What follows belongs to an exercise in optimizing a design on an open flow for small area and a short achievable clock period; a production flow would make more cautious choices. At most, simulation tests tie the RTL to the original design; equivalence was not proved. No driver is modelled on the clock port, so clock power and skew are understated where the tree is cut down; a real chip needs a root buffer or a tree. No activity file was given, so power comes from the tool's default toggle rates.

==> flow/design.v <==
module Col0_Links (
    input  [23:0] p,
    output [10:0] l     
);
    wire [1:0] d [0:7];
    genvar k;
    generate for (k = 0; k < 8; k = k + 1) begin : g_d
        assign d[k] = p[3*k+1 +: 2];
    end endgenerate
    assign l[0]  = (d[0] == d[2]) | (d[1] == d[3]);
    assign l[1]  = (d[0] == d[5]) | (d[1] == d[4]);
    assign l[2]  = (d[0] == d[4]) | (d[1] == d[5]);
    assign l[3]  = (d[0] == d[7]) | (d[1] == d[6]);
    assign l[4]  = (d[0] == d[6]) | (d[1] == d[7]);
    assign l[5]  = (d[2] == d[5]) | (d[3] == d[4]);
    assign l[6]  = (d[2] == d[4]) | (d[3] == d[5]);
    assign l[7]  = (d[2] == d[7]) | (d[3] == d[6]);
    assign l[8]  = (d[2] == d[6]) | (d[3] == d[7]);
    assign l[9]  = (d[4] == d[7]) | (d[5] == d[6]);
    assign l[10] = (d[4] == d[6]) | (d[5] == d[7]);
endmodule
module Col0_Settings (
    input  [10:0] l,
    output [2:0]  s0       
);
    wire bd01 = l[0], bs02 = l[1], bd02 = l[2], bs03 = l[3], bd03 = l[4];
    wire bs12 = l[5], bd12 = l[6], bs13 = l[7], bd13 = l[8];
    wire bs23 = l[9], bd23 = l[10];
    wire n13 = ~(bs13 | bd13), n23 = ~(bs23 | bd23);
    wire s1 = ~(bd01 | (bs02 & bd12) | (bd02 & bs12) | (bs03 & bd13) | (bd03 & bs13));
    wire y1 = bs12 | (~bd12 & ~bd02);
    wire y0 = bd12 | (~bs12 & ~bd02);
    wire x1 = bs13 | (n13 & ((bs23 & y1) | (bd23 & ~y1) | (n23 & ~bd03)));
    wire x0 = bd13 | (n13 & ((bs23 & y0) | (bd23 & ~y0) | (n23 & ~bd03)));
    assign s0 = {s1 ? x1 : x0, s1 ? y1 : y0, s1};
endmodule
module Sub_Route (
    input [1:0] g0,
    input       g1h,
    input [1:0] g2,
    input       g3l,
    output [4:0] s     
);
    wire c11 = g2[1] ^ g0[1];
    wire a   = ~g0[0];
    wire b   = c11 ? ~g2[0] : ~g3l;
    assign s[0] = c11;
    assign s[1] = ~g0[1];
    assign s[2] = ~g1h;
    assign s[3] = g0[1] ? b : a;
    assign s[4] = g0[1] ? a : b;
endmodule
module Rest_Route (
    input  [2:0]  m0,
    input  [2:1]  m1,
    input  [2:0]  u1,
    input         l1h,
    input  [5:0]  m45,     
    input  [5:0]  m67,     
    input  [1:0]  s,       
    input  [1:0]  sn,
    output [3:0]  t,
    output [4:0]  bu,
    output [4:0]  bl
);
    wire [2:0] u2 = ({3{s[0]}} & m45[2:0]) | ({3{sn[0]}} & m45[5:3]);
    wire [2:0] u3 = ({3{s[1]}} & m67[2:0]) | ({3{sn[1]}} & m67[5:3]);
    wire [1:0] l2 = ({2{s[0]}} & m45[5:4]) | ({2{sn[0]}} & m45[2:1]);
    wire       l3 = (s[1] & m67[4])        | (sn[1] & m67[1]);
    genvar j;
    generate for (j = 0; j < 4; j = j + 1) begin : g_t
        assign t[j] = (m0 == 2*j) | (u1 == 2*j) | (u2 == 2*j) | (u3 == 2*j);
    end endgenerate
    Sub_Route u(.g0(m0[2:1]), .g1h(u1[2]), .g2(u2[2:1]), .g3l(u3[1]), .s(bu));
    Sub_Route l(.g0(m1[2:1]), .g1h(l1h),   .g2(l2),      .g3l(l3),    .s(bl));
endmodule
module Benes_8p (input wire [2:0] mp0, mp1, mp2, mp3, mp4, mp5, mp6, mp7,
    input clk,
    output wire [19:0] state
);
    wire [23:0] p0 = {mp7, mp6, mp5, mp4, mp3, mp2, mp1, mp0};
    wire [10:0] l_w;
    Col0_Links c0l(.p(p0), .l(l_w));
    reg [23:0] p1;
    reg [10:0] l1;
    always @(posedge clk) begin
        p1 <= p0;
        l1 <= l_w;
    end
    wire [2:0] s0_w;
    Col0_Settings c0s(.l(l1), .s0(s0_w));
    reg [2:0]  s0_2;
    reg [1:0]  s0n_2;
    reg [2:0]  m0_2;
    reg [2:1]  m1_2;
    reg [2:0]  u1_2;
    reg        l1h_2;
    reg [11:0] m47_2;
    always @(posedge clk) begin
        s0_2  <= s0_w;
        s0n_2 <= ~s0_w[2:1];
        m0_2  <= p1[2:0];
        m1_2  <= p1[5:4];
        u1_2  <= s0_w[0] ? p1[8:6] : p1[11:9];
        l1h_2 <= s0_w[0] ? p1[11]  : p1[8];
        m47_2 <= p1[23:12];
    end
    wire [3:0] t_w;
    wire [4:0] bu_w, bl_w;
    Rest_Route rr(.m0(m0_2), .m1(m1_2), .u1(u1_2), .l1h(l1h_2),
                  .m45(m47_2[5:0]), .m67(m47_2[11:6]),
                  .s(s0_2[2:1]), .sn(s0n_2), .t(t_w), .bu(bu_w), .bl(bl_w));
    wire [16:0] q_w = {t_w, s0_2, bl_w, bu_w};
    reg [16:0] q3, q4, q5, q6, q7;
    always @(posedge clk) begin
        q3 <= q_w;
        q4 <= q3;
        q5 <= q4;
        q6 <= q5;
        q7 <= q6;
    end
    assign state[0]  = 1'b1;
    assign state[1]  = 1'b1;
    assign state[2]  = q7[1];
    assign state[3]  = q7[3];
    assign state[4]  = q7[13];
    assign state[5]  = q7[10];
    assign state[6]  = q7[0];
    assign state[7]  = q7[2];
    assign state[8]  = q7[4];
    assign state[9]  = q7[14];
    assign state[10] = q7[11];
    assign state[11] = 1'b1;
    assign state[12] = q7[6];
    assign state[13] = q7[8];
    assign state[14] = q7[15];
    assign state[15] = q7[12];
    assign state[16] = q7[5];
    assign state[17] = q7[7];
    assign state[18] = q7[9];
    assign state[19] = q7[16];
endmodule
clock: 2.5 ns
lec_check: 0
abc_area: 1
cap_margin: 20
core_margin: 2
core_utilization: 70
setup_slack_margin: 1.3
slew_margin: 20
standard.sh (not shown) runs the stock make flow with config.mk's settings and CLKGATE_MAP_FILE= SYNTH_SCRIPT=/design/flow/synth_recipe.tcl, a recipe that flattens the netlist after the stock synthesis.
==> flow/flow/run.sh <==
#!/bin/bash
# The standard layout, with the clock tree built by flow/clock_tree.tcl (a
# tree with up to FLOW_CTS_LEAF registers per leaf buffer) in
# place of TritonCTS's.
set -euo pipefail
here=$(pwd)
export FLOW_CTS_LEAF=${FLOW_CTS_LEAF:-38}
export FLOW_CLOCK_PORT=clk
bash standard.sh "PRE_CTS_TCL=$here/flow/clock_tree.tcl" "BUFFER_PORTS_ARGS=-buffer_cell sky130_fd_sc_hd__buf_2" finish > "$here/make_finish.log" 2>&1
test -f out/final.def
Other scripts of this flow, unchanged in this note and not shown: flow/flow/clock_tree.tcl
==> next run, changes <==
--- a/flow/design.v
+++ b/flow/design.v
@@ -1,39 +1,42 @@
 module Col0_Links (
     input  [23:0] p,
-    output [10:0] l     
+    output [11:0] l     
 );
     wire [1:0] d [0:7];
     genvar k;
     generate for (k = 0; k < 8; k = k + 1) begin : g_d
         assign d[k] = p[3*k+1 +: 2];
     end endgenerate
-    assign l[0]  = (d[0] == d[2]) | (d[1] == d[3]);
-    assign l[1]  = (d[0] == d[5]) | (d[1] == d[4]);
-    assign l[2]  = (d[0] == d[4]) | (d[1] == d[5]);
-    assign l[3]  = (d[0] == d[7]) | (d[1] == d[6]);
-    assign l[4]  = (d[0] == d[6]) | (d[1] == d[7]);
-    assign l[5]  = (d[2] == d[5]) | (d[3] == d[4]);
-    assign l[6]  = (d[2] == d[4]) | (d[3] == d[5]);
-    assign l[7]  = (d[2] == d[7]) | (d[3] == d[6]);
-    assign l[8]  = (d[2] == d[6]) | (d[3] == d[7]);
-    assign l[9]  = (d[4] == d[7]) | (d[5] == d[6]);
-    assign l[10] = (d[4] == d[6]) | (d[5] == d[7]);
+    assign l[0]  = (d[0] == d[3]) | (d[1] == d[2]);
+    assign l[1]  = (d[0] == d[2]) | (d[1] == d[3]);
+    assign l[2]  = (d[0] == d[5]) | (d[1] == d[4]);
+    assign l[3]  = (d[0] == d[4]) | (d[1] == d[5]);
+    assign l[4]  = (d[0] == d[7]) | (d[1] == d[6]);
+    assign l[5]  = (d[0] == d[6]) | (d[1] == d[7]);
+    assign l[6]  = (d[2] == d[5]) | (d[3] == d[4]);
+    assign l[7]  = (d[2] == d[4]) | (d[3] == d[5]);
+    assign l[8]  = (d[2] == d[7]) | (d[3] == d[6]);
+    assign l[9]  = (d[2] == d[6]) | (d[3] == d[7]);
+    assign l[10] = (d[4] == d[7]) | (d[5] == d[6]);
+    assign l[11] = (d[4] == d[6]) | (d[5] == d[7]);
 endmodule
 module Col0_Settings (
-    input  [10:0] l,
+    input  [11:0] l,
     output [2:0]  s0       
 );
-    wire bd01 = l[0], bs02 = l[1], bd02 = l[2], bs03 = l[3], bd03 = l[4];
-    wire bs12 = l[5], bd12 = l[6], bs13 = l[7], bd13 = l[8];
-    wire bs23 = l[9], bd23 = l[10];
-    wire n13 = ~(bs13 | bd13), n23 = ~(bs23 | bd23);
-    wire s1 = ~(bd01 | (bs02 & bd12) | (bd02 & bs12) | (bs03 & bd13) | (bd03 & bs13));
-    wire y1 = bs12 | (~bd12 & ~bd02);
-    wire y0 = bd12 | (~bs12 & ~bd02);
-    wire x1 = bs13 | (n13 & ((bs23 & y1) | (bd23 & ~y1) | (n23 & ~bd03)));
-    wire x0 = bd13 | (n13 & ((bs23 & y0) | (bd23 & ~y0) | (n23 & ~bd03)));
-    assign s0 = {s1 ? x1 : x0, s1 ? y1 : y0, s1};
+    wire bs01 = l[0],  bd01 = l[1],  bs02 = l[2],  bd02 = l[3];
+    wire bs03 = l[4],  bd03 = l[5],  bs12 = l[6],  bd12 = l[7];
+    wire bs13 = l[8],  bd13 = l[9],  bs23 = l[10], bd23 = l[11];
+    wire f0_1 = bd01 | (bs02 & bd12) | (bd02 & bs12) | (bs03 & bd13) | (bd03 & bs13);
+    wire f1_2 = bs02 | (bs01 & bs12) | (bd01 & bd12) | (bs03 & bs23) | (bd03 & bd23);
+    wire f0_2 = bd02 | (bs01 & bd12) | (bd01 & bs12) | (bs03 & bd23) | (bd03 & bs23);
+    wire f1_3 = bs03 | (bs01 & bs13) | (bd01 & bd13) | (bs02 & bs23) | (bd02 & bd23);
+    wire f0_3 = bd03 | (bs01 & bd13) | (bd01 & bs13) | (bs02 & bd23) | (bd02 & bs23);
+    wire s1 = ~f0_1;
+    wire s2 = f1_2 | ~(f0_2 | bd12);
+    wire s3 = f1_3 | ~(f0_3 | bd13 | (bd23 & ~bs13));
+    assign s0 = {s3, s2, s1};
 endmodule
 module Sub_Route (
     input [1:0] g0,
     input       g1h,
@@ -78,28 +81,26 @@
     input clk,
     output wire [19:0] state
 );
     wire [23:0] p0 = {mp7, mp6, mp5, mp4, mp3, mp2, mp1, mp0};
-    wire [10:0] l_w;
+    wire [11:0] l_w;
     Col0_Links c0l(.p(p0), .l(l_w));
     reg [23:0] p1;
-    reg [10:0] l1;
+    reg [11:0] l1;
     always @(posedge clk) begin
         p1 <= p0;
         l1 <= l_w;
     end
     wire [2:0] s0_w;
     Col0_Settings c0s(.l(l1), .s0(s0_w));
     reg [2:0]  s0_2;
-    reg [1:0]  s0n_2;
     reg [2:0]  m0_2;
     reg [2:1]  m1_2;
     reg [2:0]  u1_2;
     reg        l1h_2;
     reg [11:0] m47_2;
     always @(posedge clk) begin
         s0_2  <= s0_w;
-        s0n_2 <= ~s0_w[2:1];
         m0_2  <= p1[2:0];
         m1_2  <= p1[5:4];
         u1_2  <= s0_w[0] ? p1[8:6] : p1[11:9];
         l1h_2 <= s0_w[0] ? p1[11]  : p1[8];
@@ -108,9 +109,9 @@
     wire [3:0] t_w;
     wire [4:0] bu_w, bl_w;
     Rest_Route rr(.m0(m0_2), .m1(m1_2), .u1(u1_2), .l1h(l1h_2),
                   .m45(m47_2[5:0]), .m67(m47_2[11:6]),
-                  .s(s0_2[2:1]), .sn(s0n_2), .t(t_w), .bu(bu_w), .bl(bl_w));
+                  .s(s0_2[2:1]), .sn(~s0_2[2:1]), .t(t_w), .bu(bu_w), .bl(bl_w));
     wire [16:0] q_w = {t_w, s0_2, bl_w, bu_w};
     reg [16:0] q3, q4, q5, q6, q7;
     always @(posedge clk) begin
         q3 <= q_w;
=> The new run produced a clean layout; routed wire length is higher by about 2.5%; first-iteration DRC count is higher by 13%; final cell count is higher by about 1.8%; die area is higher by 0.76%; combinational power is lower by 19%; clock power is lower by about 1%; clock skew is about the same; maximum frequency barely changes; register-to-register slack stays flat; synthesized area is higher by 0.80%.
Only the layout flow was run in the second run of this note; the RTL was not checked for function there. No run of this note takes its clock network from TritonCTS; it comes from the design's own scripts or RTL.

==> what the ideal ports hide <==
No port has a modelled driver above. Below, the same layouts with a new extraction and two added sets of constraints.
Step 1 assumes that a clkbuf_16 drives the clock port and a buf_2 every other input.
Step 2 also shifts input and output timing later by t, the mid clock arrival at the registers, as if the neighbouring blocks saw the same clock.
a / b / c = no drivers / after step 1 / after step 2; a / b = the first two.
| run | t, ns | setup slack, ns | worst setup path at the end | worst register clock-pin slew, ns | worst slew at a driven data input, ns |
|---|---|---|---|---|---|
| the first run | 0.247 | 1.360 / 1.290 / 1.360 | register to register | 0.12 / 0.12 | 0.03 |
| the second run | 0.251 | 1.363 / 1.296 / 1.347 | input to register | 0.12 / 0.12 | 0.03 |
After both steps setup and hold are still met in every run listed. For the second run, which loses most, drivers alone change the setup slack by -0.067 ns; drivers and shift together by -0.016 ns.
